What follows belongs to an exercise in optimizing a design on an open flow for small area and a short achievable clock period; a production flow would make more cautious choices. RTL that was checked went through simulation tests only; none was proved equivalent to the original. No activity file was given, so power comes from the tool's default toggle rates.

## CannyEdge
module CannyEdge(dAddrRegRow, dAddrRegCol, bWE, bCE, InData, OutData,
	OPMode, bOPEnable, dReadReg, dWriteReg,	clk, rst_b);
input 	[2:0]	dAddrRegRow, dAddrRegCol;
input		bWE, bCE;
input 	[7:0] 	InData;
output 	[7:0] 	OutData;
reg     [7:0] 	OutData;
input 	[2:0]	OPMode;
input 		bOPEnable;
input 	[3:0]	dReadReg, dWriteReg;
input		clk, rst_b;
reg [7:0] regX [0:24];
reg [1:0] y6c;			 
reg z2, z6, z10, z18;		 
reg [1:0] st;			 
reg [1:0] pc;			 
reg [1:0] dc;			 
reg [7:0] Out_gf, Out_gradient;
reg [1:0] Out_dir;		 
reg       Out_bThres;
reg [14:0] gs, gc;		 
reg signed [10:0] Gx, Gy;
wire [7:0] rdec = 8'd1 << dAddrRegRow;
wire [7:0] cdec = 8'd1 << dAddrRegCol;
reg  [24:0] hit;
integer hr, hc;
always @(*) begin
	hit = 25'd0;
	for (hr = 0; hr < 8; hr = hr + 1)
		for (hc = 0; hc < 8; hc = hc + 1)
			if (hr*5 + hc <= 24)
				hit[hr*5 + hc] = hit[hr*5 + hc] | (rdec[hr] & cdec[hc]);
end
wire step   = bCE & ~bOPEnable;
wire m_gau  = OPMode == 3'd0;
wire m_sob  = OPMode == 3'd1;
wire m_nms  = OPMode == 3'd2;
wire m_hys  = OPMode == 3'd3;
wire [7:0] x0 = regX[0], x1 = regX[1], x2 = regX[2], x3 = regX[3], x4 = regX[4];
wire [7:0] x5 = regX[5], x6 = regX[6], x7 = regX[7], x8 = regX[8], x9 = regX[9];
wire [7:0] x10 = regX[10], x11 = regX[11], x12 = regX[12], x13 = regX[13], x14 = regX[14];
wire [7:0] x15 = regX[15], x16 = regX[16], x17 = regX[17], x18 = regX[18], x19 = regX[19];
wire [7:0] x20 = regX[20], x21 = regX[21], x22 = regX[22], x23 = regX[23], x24 = regX[24];
wire [14:0] gsum0, gsum1;
wire g_1 = x1[0] ^ x3[0] ^ x5[0];
wire g_2 = (x1[0] & x3[0]) | (x1[0] & x5[0]) | (x3[0] & x5[0]);
wire g_3 = x9[0] ^ x15[0] ^ x19[0];
wire g_4 = (x9[0] & x15[0]) | (x9[0] & x19[0]) | (x15[0] & x19[0]);
wire g_5 = x21[0] ^ x23[0] ^ g_1;
wire g_6 = (x21[0] & x23[0]) | (x21[0] & g_1) | (x23[0] & g_1);
wire g_7 = x1[1] ^ x3[1] ^ x5[1];
wire g_8 = (x1[1] & x3[1]) | (x1[1] & x5[1]) | (x3[1] & x5[1]);
wire g_9 = x9[1] ^ x15[1] ^ x19[1];
wire g_10 = (x9[1] & x15[1]) | (x9[1] & x19[1]) | (x15[1] & x19[1]);
wire g_11 = x21[1] ^ x23[1] ^ g_2;
wire g_12 = (x21[1] & x23[1]) | (x21[1] & g_2) | (x23[1] & g_2);
wire g_13 = g_4 ^ g_7 ^ g_9;
wire g_14 = (g_4 & g_7) | (g_4 & g_9) | (g_7 & g_9);
wire g_15 = g_6 ^ g_11;
wire g_16 = g_6 & g_11;
wire g_17 = x1[2] ^ x3[2] ^ x5[2];
wire g_18 = (x1[2] & x3[2]) | (x1[2] & x5[2]) | (x3[2] & x5[2]);
wire g_19 = x9[2] ^ x15[2] ^ x19[2];
  ...
For scale: roughly 1900 cells after synthesis, ~290 flip-flops, ~0.023 mm^2 of cells after synthesis.
==> flow/config.mk <==
export PLATFORM = sky130hd
export DESIGN_NAME = CannyEdge
export DESIGN_NICKNAME = CannyEdge
export VERILOG_FILES = /design/flow/design.v
export SDC_FILE = /design/flow/constraint.sdc
export NUM_CORES = 4
export LEC_CHECK = 0
export CAP_MARGIN = 20
export CORE_MARGIN = 2
export CORE_UTILIZATION = 40
export SETUP_SLACK_MARGIN = 5
export SLEW_MARGIN = 20
==> flow/constraint.sdc <==
create_clock -name core_clock -period 10.0 [get_ports {clk}]
set_input_delay 2.0000 -clock core_clock [delete_from_list [all_inputs] [get_ports {clk}]]
set_output_delay 2.0000 -clock core_clock [all_outputs]
set_load 0.01 [all_outputs]
run.sh (not shown) runs the stock make flow with config.mk's settings and CLKGATE_MAP_FILE= SYNTH_SCRIPT=/design/flow/synth_recipe.tcl, a recipe that flattens the netlist after the stock synthesis.
Rerun with:
==> flow/flow/run.sh (new file) <==
#!/bin/bash
cp standard.sh standard_sh.log
cp config.mk config_mk.log
export SETUP_SLACK_MARGIN=7
bash standard.sh > standard.log 2>&1
==> flow/standard.sh (new file) <==
#!/bin/bash
# synth_recipe.tcl (not shown) runs the flow's synth.tcl, then flattens the netlist and writes it again
# the make line also repeats each setting of config.mk as NAME=value (left out here)
make -C /OpenROAD-flow-scripts/flow DESIGN_CONFIG=/design/flow/config.mk WORK_HOME=/design/flow/orfs CLKGATE_MAP_FILE= SYNTH_SCRIPT=/design/flow/synth_recipe.tcl "${@:-finish}"
--- a/flow/config.mk
+++ b/flow/config.mk
@@ -9,4 +9,3 @@
 export CORE_MARGIN = 2
 export CORE_UTILIZATION = 40
-export SETUP_SLACK_MARGIN = 5
 export SLEW_MARGIN = 20
removed: flow/run.sh
Result: Final area is higher by 16%; clock-buffer cell count goes up by 3; register-to-register slack improves by 0.05 ns; routed wire length went up by 7.3%; worst setup slack improves by 0.045 ns; sequential share of layout area shrinks by 4.6 points; critical path depth rose by 2.
No functional check of the RTL was part of any run of this note.

---

Another version of the RTL of CannyEdge (not shown whole).
Size in the first run: about 1,500 cells after synthesis.
==> flow/config.mk <==
export PLATFORM = sky130hd
export DESIGN_NAME = CannyEdge
export DESIGN_NICKNAME = CannyEdge
export VERILOG_FILES = /design/flow/design.v
export SDC_FILE = /design/flow/constraint.sdc
export NUM_CORES = 4
export LEC_CHECK = 0
export CAP_MARGIN = 20
export CORE_MARGIN = 2
export CORE_UTILIZATION = 40
export SLEW_MARGIN = 20
==> flow/constraint.sdc <==
create_clock -name core_clock -period 10.0 [get_ports {clk}]
set_input_delay 2.0000 -clock core_clock [delete_from_list [all_inputs] [get_ports {clk}]]
set_output_delay 2.0000 -clock core_clock [all_outputs]
set_load 0.01 [all_outputs]
standard.sh (not shown) runs the stock make flow with config.mk's settings and CLKGATE_MAP_FILE= SYNTH_SCRIPT=/design/flow/synth_recipe.tcl, a recipe that flattens the netlist after the stock synthesis.
==> flow/flow/run.sh <==
#!/bin/bash
# Layout flow: the standard flow (standard.sh), unchanged synthesis, plus
#  1. fapol.py on the synthesized netlist: full adders are self-dual, so
#     each fa cell may be fed complemented inputs and give complemented
#     outputs; fapol picks the polarities that need the fewest inverters
#     and rewrites the netlist (registers and ports untouched).
#  2. port buffers of a plain buffer cell (buf_2) instead of the default pick,
#  3. the resizer's setup margin raised so repair_timing keeps shortening
#     the critical paths past the 10 ns constraint,
#  4. a clock tree of smaller buffers and no dummy loads.
# Each tool's output goes to a log file in this folder.
set -u
R=orfs/results/${FLOW_PLATFORM:-sky130hd}/CannyEdge/base
export BUFFER_PORTS_ARGS="-buffer_cell sky130_fd_sc_hd__buf_2"
export SETUP_SLACK_MARGIN=${MARGIN:-6.2}
export CTS_ARGS="-sink_clustering_enable -repair_clock_nets -dont_use_dummy_load -buf_list sky130_fd_sc_hd__clkbuf_8 -sink_clustering_size 16 -sink_clustering_max_diameter 60"
bash standard.sh synth > synth.log 2>&1 || exit 1
if python3 flow/fapol.py $R/1_2_yosys.v $R/1_2_yosys_fapol.v > fapol.log 2>&1; then
  cp $R/1_2_yosys.v $R/1_2_yosys_std.v
  cp $R/1_2_yosys_fapol.v $R/1_2_yosys.v
  rm -f $R/1_synth.odb $R/1_synth.sdc
fi
bash standard.sh > standard.log 2>&1
Other scripts of this flow, unchanged in this note and not shown: flow/flow/fapol.py
The starting point ran to the end with no violations.
Rerun with:
--- a/flow/flow/run.sh
+++ b/flow/flow/run.sh
@@ -13,5 +13,5 @@
 R=orfs/results/${FLOW_PLATFORM:-sky130hd}/CannyEdge/base
 export BUFFER_PORTS_ARGS="-buffer_cell sky130_fd_sc_hd__buf_2"
-export SETUP_SLACK_MARGIN=${MARGIN:-6.2}
+export SETUP_SLACK_MARGIN=${MARGIN:-6.0}
 export CTS_ARGS="-sink_clustering_enable -repair_clock_nets -dont_use_dummy_load -buf_list sky130_fd_sc_hd__clkbuf_8 -sink_clustering_size 16 -sink_clustering_max_diameter 60"
 bash standard.sh synth > synth.log 2>&1 || exit 1
--- a/flow/config.mk
+++ b/flow/config.mk
@@ -6,4 +6,5 @@
 export NUM_CORES = 4
 export LEC_CHECK = 0
+export ABC_AREA = 1
 export CAP_MARGIN = 20
 export CORE_MARGIN = 2
Result: The new run passed the timing, DRC and antenna checks; clock power went down by a few percent; clock-buffer cell count shrinks by 1; synthesized area grows slightly; utilization is lower by 2.4 points.
Rerun with:
--- a/flow/flow/run.sh
+++ b/flow/flow/run.sh
@@ -13,5 +13,5 @@
 R=orfs/results/${FLOW_PLATFORM:-sky130hd}/CannyEdge/base
 export BUFFER_PORTS_ARGS="-buffer_cell sky130_fd_sc_hd__buf_2"
-export SETUP_SLACK_MARGIN=${MARGIN:-6.0}
+export SETUP_SLACK_MARGIN=${MARGIN:-6.2}
 export CTS_ARGS="-sink_clustering_enable -repair_clock_nets -dont_use_dummy_load -buf_list sky130_fd_sc_hd__clkbuf_8 -sink_clustering_size 16 -sink_clustering_max_diameter 60"
 bash standard.sh synth > synth.log 2>&1 || exit 1
--- a/flow/config.mk
+++ b/flow/config.mk
@@ -6,7 +6,7 @@
 export NUM_CORES = 4
 export LEC_CHECK = 0
-export ABC_AREA = 1
 export CAP_MARGIN = 20
 export CORE_MARGIN = 2
 export CORE_UTILIZATION = 40
 export SLEW_MARGIN = 20
+export TNS_END_PERCENT = 10
What happened:
- The new run finished with timing, DRC and antenna clean
- clock power stays flat
- via count fell by 8.4%
- cell area rose by 0.59%
- synthesized area fell by 1.8%
- die area fell by 1.8%
- register-to-register slack is worse by 30 ps
- cell count fell by 15%
- sequential share of layout area fell by 0.20 points
- clock-buffer cell count fell by 1
- routed wire length fell by 2.0%
- worst setup slack is worse by 28 ps
Rerun with:
--- a/flow/config.mk
+++ b/flow/config.mk
@@ -6,7 +6,7 @@
 export NUM_CORES = 4
 export LEC_CHECK = 0
+export ABC_AREA = 1
 export CAP_MARGIN = 20
 export CORE_MARGIN = 2
 export CORE_UTILIZATION = 40
 export SLEW_MARGIN = 20
-export TNS_END_PERCENT = 10
Die area rises by 1.8%.
Area after synthesis rises by about 1.8%.
Design area rises by about 1.7%.
Power rises by about 9%.
Setup slack gains 160 ps.
Clock skew hardly moves.
Maximum frequency rises by 4.2%.
Via count rises by about 10%.
Flip-flop and latch count is unchanged.
Clock power falls by about 0.7%.
Routed wire length rises by 4.1%.
Rerun with:
--- a/flow/flow/run.sh
+++ b/flow/flow/run.sh
@@ -6,6 +6,7 @@
 #     and rewrites the netlist (registers and ports untouched).
 #  2. port buffers of a plain buffer cell (buf_2) instead of the default pick,
-#  3. the resizer's setup margin raised so repair_timing keeps shortening
-#     the critical paths past the 10 ns constraint,
+#  3. the resizer's setup margin raised (at CTS and global routing) so
+#     repair_timing keeps shortening the critical paths past the 10 ns
+#     constraint,
 #  4. a clock tree of smaller buffers and no dummy loads.
 # Each tool's output goes to a log file in this folder.
@@ -21,3 +22,5 @@
   rm -f $R/1_synth.odb $R/1_synth.sdc
 fi
+# floorplan and placement without the raised margin; CTS and routing with it
+SETUP_SLACK_MARGIN=0 bash standard.sh place > place.log 2>&1 || exit 1
 bash standard.sh > standard.log 2>&1
--- a/flow/config.mk
+++ b/flow/config.mk
@@ -6,5 +6,4 @@
 export NUM_CORES = 4
 export LEC_CHECK = 0
-export ABC_AREA = 1
 export CAP_MARGIN = 20
 export CORE_MARGIN = 2
The new run completed with no timing, DRC or antenna violations.
Cell count drops by 15%.
Worst setup slack is worse by 140 ps.
Total power goes down by 8.2%.
Cell area stays flat.
Global-route usage goes down by 1.1 points.
Critical path depth went up by 6.
Count of clock-buffer cells in the layout stays the same.

---

## lane 3
Another version of the RTL of CannyEdge (not shown whole).
Size in the first run: ~1,600 cells after synthesis, about 38 I/O pins, ~22,000 sq um of cells after synthesis.
==> flow/config.mk <==
export PLATFORM = sky130hd
export DESIGN_NAME = CannyEdge
export DESIGN_NICKNAME = CannyEdge
export VERILOG_FILES = /design/flow/design.v
export SDC_FILE = /design/flow/constraint.sdc
export NUM_CORES = 4
export LEC_CHECK = 0
export CAP_MARGIN = 20
export CORE_MARGIN = 2
export CORE_UTILIZATION = 40
export SLEW_MARGIN = 20
==> flow/constraint.sdc <==
create_clock -name core_clock -period 10.0 [get_ports {clk}]
set_input_delay 2.0000 -clock core_clock [delete_from_list [all_inputs] [get_ports {clk}]]
set_output_delay 2.0000 -clock core_clock [all_outputs]
set_load 0.01 [all_outputs]
==> flow/flow/run.sh <==
#!/bin/bash
# Layout flow: the standard flow (standard.sh), unchanged synthesis, plus
#  1. fapol.py on the synthesized netlist: full adders are self-dual, so
#     each fa cell may be fed complemented inputs and give complemented
#     outputs; fapol picks the polarities that need the fewest inverters
#     and rewrites the netlist (registers and ports untouched).
#  2. port buffers of a plain buffer cell (buf_2) instead of the default pick,
#  3. the resizer's setup margin raised so repair_timing keeps shortening
#     the critical paths past the 10 ns constraint,
#  4. a clock tree of smaller buffers and no dummy loads.
# Each tool's output goes to a log file in this folder.
set -u
R=orfs/results/${FLOW_PLATFORM:-sky130hd}/CannyEdge/base
export BUFFER_PORTS_ARGS="-buffer_cell sky130_fd_sc_hd__buf_2"
export SETUP_SLACK_MARGIN=${MARGIN:-6.0}
export CTS_ARGS="-sink_clustering_enable -repair_clock_nets -dont_use_dummy_load -buf_list sky130_fd_sc_hd__clkbuf_8 -sink_clustering_size 16 -sink_clustering_max_diameter 60"
bash standard.sh synth > synth.log 2>&1 || exit 1
if python3 flow/fapol.py $R/1_2_yosys.v $R/1_2_yosys_fapol.v > fapol.log 2>&1; then
  cp $R/1_2_yosys.v $R/1_2_yosys_std.v
  cp $R/1_2_yosys_fapol.v $R/1_2_yosys.v
  rm -f $R/1_synth.odb $R/1_synth.sdc
fi
bash standard.sh > standard.log 2>&1
Other scripts of this flow, unchanged in this note and not shown: flow/flow/fapol.py
Lane 3 has completed all stages; timing, DRC and antenna checks passed.
Inputs modified between lane 3 and lane 2:
diff --git a/flow/flow/run.sh b/flow/flow/run.sh
--- a/flow/flow/run.sh
+++ b/flow/flow/run.sh
@@ -15 +15 @@
-export SETUP_SLACK_MARGIN=${MARGIN:-6.0}
+export SETUP_SLACK_MARGIN=${MARGIN:-6.2}
==> notes.md <==
Comparing lane 3 with lane 2, the number of buffers inserted by hold repair at cts came out essentially unchanged.
For clock distribution area overhead in the final layout, lane 2 and lane 3 come out practically identical.
Against lane 3, power dissipated by switching net loads in lane 2 came out worse.
As far as number of input and output port buffers inserted goes, lane 2 and lane 3 are indistinguishable; the numbers are identical.
Relative area change from synthesis to final layout: lane 2 > lane 3
Setup slack: lane 2 better than lane 3
Design area (lane 2 over lane 3): increase, 3.2%
No functional check of the RTL was part of any run of this note.

---

RTL: one of the versions met above, not the one the previous note started from.
Size in the first run: roughly 22000 um^2 of cells after synthesis.
==> flow/config.mk <==
export PLATFORM = sky130hd
export DESIGN_NAME = CannyEdge
export DESIGN_NICKNAME = CannyEdge
export VERILOG_FILES = /design/flow/design.v
export SDC_FILE = /design/flow/constraint.sdc
export NUM_CORES = 4
export LEC_CHECK = 0
export CAP_MARGIN = 20
export CORE_MARGIN = 2
export CORE_UTILIZATION = 40
export SLEW_MARGIN = 20
export TNS_END_PERCENT = 30
==> flow/constraint.sdc <==
create_clock -name core_clock -period 10.0 [get_ports {clk}]
set_input_delay 2.0000 -clock core_clock [delete_from_list [all_inputs] [get_ports {clk}]]
set_output_delay 2.0000 -clock core_clock [all_outputs]
set_load 0.01 [all_outputs]
==> flow/flow/run.sh <==
#!/bin/bash
# Layout flow: the standard flow (standard.sh), unchanged synthesis, plus
#  1. fapol.py on the synthesized netlist: full adders are self-dual, so
#     each fa cell may be fed complemented inputs and give complemented
#     outputs; fapol picks the polarities that need the fewest inverters
#     and rewrites the netlist (registers and ports untouched).
#  2. port buffers of a plain buffer cell (buf_2) instead of the default pick,
#  3. the resizer's setup margin raised so repair_timing keeps shortening
#     the critical paths past the 10 ns constraint,
#  4. a clock tree of smaller buffers and no dummy loads.
# Each tool's output goes to a log file in this folder.
set -u
R=orfs/results/${FLOW_PLATFORM:-sky130hd}/CannyEdge/base
export BUFFER_PORTS_ARGS="-buffer_cell sky130_fd_sc_hd__buf_2"
export SETUP_SLACK_MARGIN=${MARGIN:-6.2}
export CTS_ARGS="-sink_clustering_enable -repair_clock_nets -dont_use_dummy_load -buf_list sky130_fd_sc_hd__clkbuf_8 -sink_clustering_size 16 -sink_clustering_max_diameter 60"
bash standard.sh synth > synth.log 2>&1 || exit 1
if python3 flow/fapol.py $R/1_2_yosys.v $R/1_2_yosys_fapol.v > fapol.log 2>&1; then
  cp $R/1_2_yosys.v $R/1_2_yosys_std.v
  cp $R/1_2_yosys_fapol.v $R/1_2_yosys.v
  rm -f $R/1_synth.odb $R/1_synth.sdc
fi
bash standard.sh > standard.log 2>&1
Other scripts of this flow, unchanged in this note and not shown: flow/flow/fapol.py
Next try:
--- a/flow/flow/run.sh
+++ b/flow/flow/run.sh
@@ -13,5 +13,5 @@
 R=orfs/results/${FLOW_PLATFORM:-sky130hd}/CannyEdge/base
 export BUFFER_PORTS_ARGS="-buffer_cell sky130_fd_sc_hd__buf_2"
-export SETUP_SLACK_MARGIN=${MARGIN:-6.2}
+export SETUP_SLACK_MARGIN=${MARGIN:-6.4}
 export CTS_ARGS="-sink_clustering_enable -repair_clock_nets -dont_use_dummy_load -buf_list sky130_fd_sc_hd__clkbuf_8 -sink_clustering_size 16 -sink_clustering_max_diameter 60"
 bash standard.sh synth > synth.log 2>&1 || exit 1
TNS_END_PERCENT = not set   (was 30)
Outcome:
- synthesized area is unchanged
- combinational power climbs by about 10%
- die area stays the same
- count of clock-buffer cells in the layout is higher by 3
- sequential cell count is unchanged
- wire length grows by 9.0%
- setup slack gets worse by 49 ps
- via count rises by 2.6%
- core utilization came out higher by 1.7 points
Next try:
--- a/flow/flow/run.sh
+++ b/flow/flow/run.sh
@@ -13,5 +13,5 @@
 R=orfs/results/${FLOW_PLATFORM:-sky130hd}/CannyEdge/base
 export BUFFER_PORTS_ARGS="-buffer_cell sky130_fd_sc_hd__buf_2"
-export SETUP_SLACK_MARGIN=${MARGIN:-6.4}
+export SETUP_SLACK_MARGIN=${MARGIN:-6.2}
 export CTS_ARGS="-sink_clustering_enable -repair_clock_nets -dont_use_dummy_load -buf_list sky130_fd_sc_hd__clkbuf_8 -sink_clustering_size 16 -sink_clustering_max_diameter 60"
 bash standard.sh synth > synth.log 2>&1 || exit 1
CAP_MARGIN = 5   (was 20)
SLEW_MARGIN = 5   (was 20)
=> Via count rose by 0.47%; utilization fell by 0.87 points; first-iteration DRC count hardly moves; hold slack degrades by 5.6 ps; cell count fell by 0.84%; critical path depth stays the same; fmax rose by 2.2%; cell area fell by 1.9%; area after synthesis stays the same.
Next try:
--- a/flow/flow/run.sh
+++ b/flow/flow/run.sh
@@ -13,5 +13,5 @@
 R=orfs/results/${FLOW_PLATFORM:-sky130hd}/CannyEdge/base
 export BUFFER_PORTS_ARGS="-buffer_cell sky130_fd_sc_hd__buf_2"
-export SETUP_SLACK_MARGIN=${MARGIN:-6.2}
+export SETUP_SLACK_MARGIN=${MARGIN:-6.4}
 export CTS_ARGS="-sink_clustering_enable -repair_clock_nets -dont_use_dummy_load -buf_list sky130_fd_sc_hd__clkbuf_8 -sink_clustering_size 16 -sink_clustering_max_diameter 60"
 bash standard.sh synth > synth.log 2>&1 || exit 1
ABC_AREA = 1   (was not set)
CAP_MARGIN = 20   (was 5)
SLEW_MARGIN = 20   (was 5)
Worst setup slack is better by 16 ps.
Die area went up by 1.8%.
Global-route usage went down by 0.15 points.
Cell area went up by 3.2%.
Final cell count went up by 20%.
Flip-flop and latch count does not change.
Wire length went up by 0.58%.
Non-clock buffer count went up by 18.
Clock skew went down by 15 ps.
Register-to-register slack is better by 20 ps.

## re-timing with driven ports
No port has a modelled driver above. Below, the same layouts with a new extraction and two added sets of constraints. Step 1 (the two cells are an assumption about what drives the block):
set clk [get_ports {clk}]
set_driving_cell -lib_cell sky130_fd_sc_hd__clkbuf_16 $clk
set_driving_cell -lib_cell sky130_fd_sc_hd__buf_2 [delete_from_list [all_inputs] $clk]
Step 2 also shifts input and output timing later by t, the mid clock arrival at the registers, as if the neighbouring blocks saw the same clock. Slacks: ideal ports / drivers / drivers and shift; pairs: ideal ports / drivers.
run | t, ns | setup WS [ns] | slew at the worst register clock pin (ns) | pins driven straight from the clock port
the first run of note 1 | 0.626 | 4.956 / 4.956 / 4.558 | 0.07 / 0.07 | 1
the second run of note 1 | 0.609 | 5.002 / 5.002 / 5.002 | 0.07 / 0.07 | 1
the first run of note 2 | 0.704 | 6.190 / 6.190 / 5.562 | 0.11 / 0.11 | 1
the second run of note 2 | 0.683 | 6.040 / 6.040 / 5.495 | 0.11 / 0.11 | 1
the third run of note 2 | 0.683 | 6.012 / 6.012 / 5.499 | 0.11 / 0.11 | 1
the fourth run of note 2 | 0.664 | 6.174 / 6.174 / 5.667 | 0.10 / 0.10 | 1
the fifth run of note 2 | 0.698 | 6.033 / 6.033 / 5.544 | 0.10 / 0.10 | 1
lane 3 | 0.644 | 5.929 / 5.929 / 5.405 | 0.10 / 0.10 | 1
lane 2 | 0.661 | 6.101 / 6.101 / 5.545 | 0.10 / 0.10 | 1
the first run of note 4 | 0.649 | 6.134 / 6.134 / 5.513 | 0.11 / 0.11 | 1
the second run of note 4 | 0.694 | 6.085 / 6.085 / 5.696 | 0.11 / 0.11 | 1
the third run of note 4 | 0.704 | 6.171 / 6.171 / 5.552 | 0.10 / 0.10 | 1
the fourth run of note 4 | 0.671 | 6.187 / 6.187 / 5.718 | 0.10 / 0.10 | 1
After both steps every run listed still meets setup and hold. For the first run of note 2, which loses most, drivers alone change the setup slack by 0.000 ns; drivers and shift together by -0.628 ns.
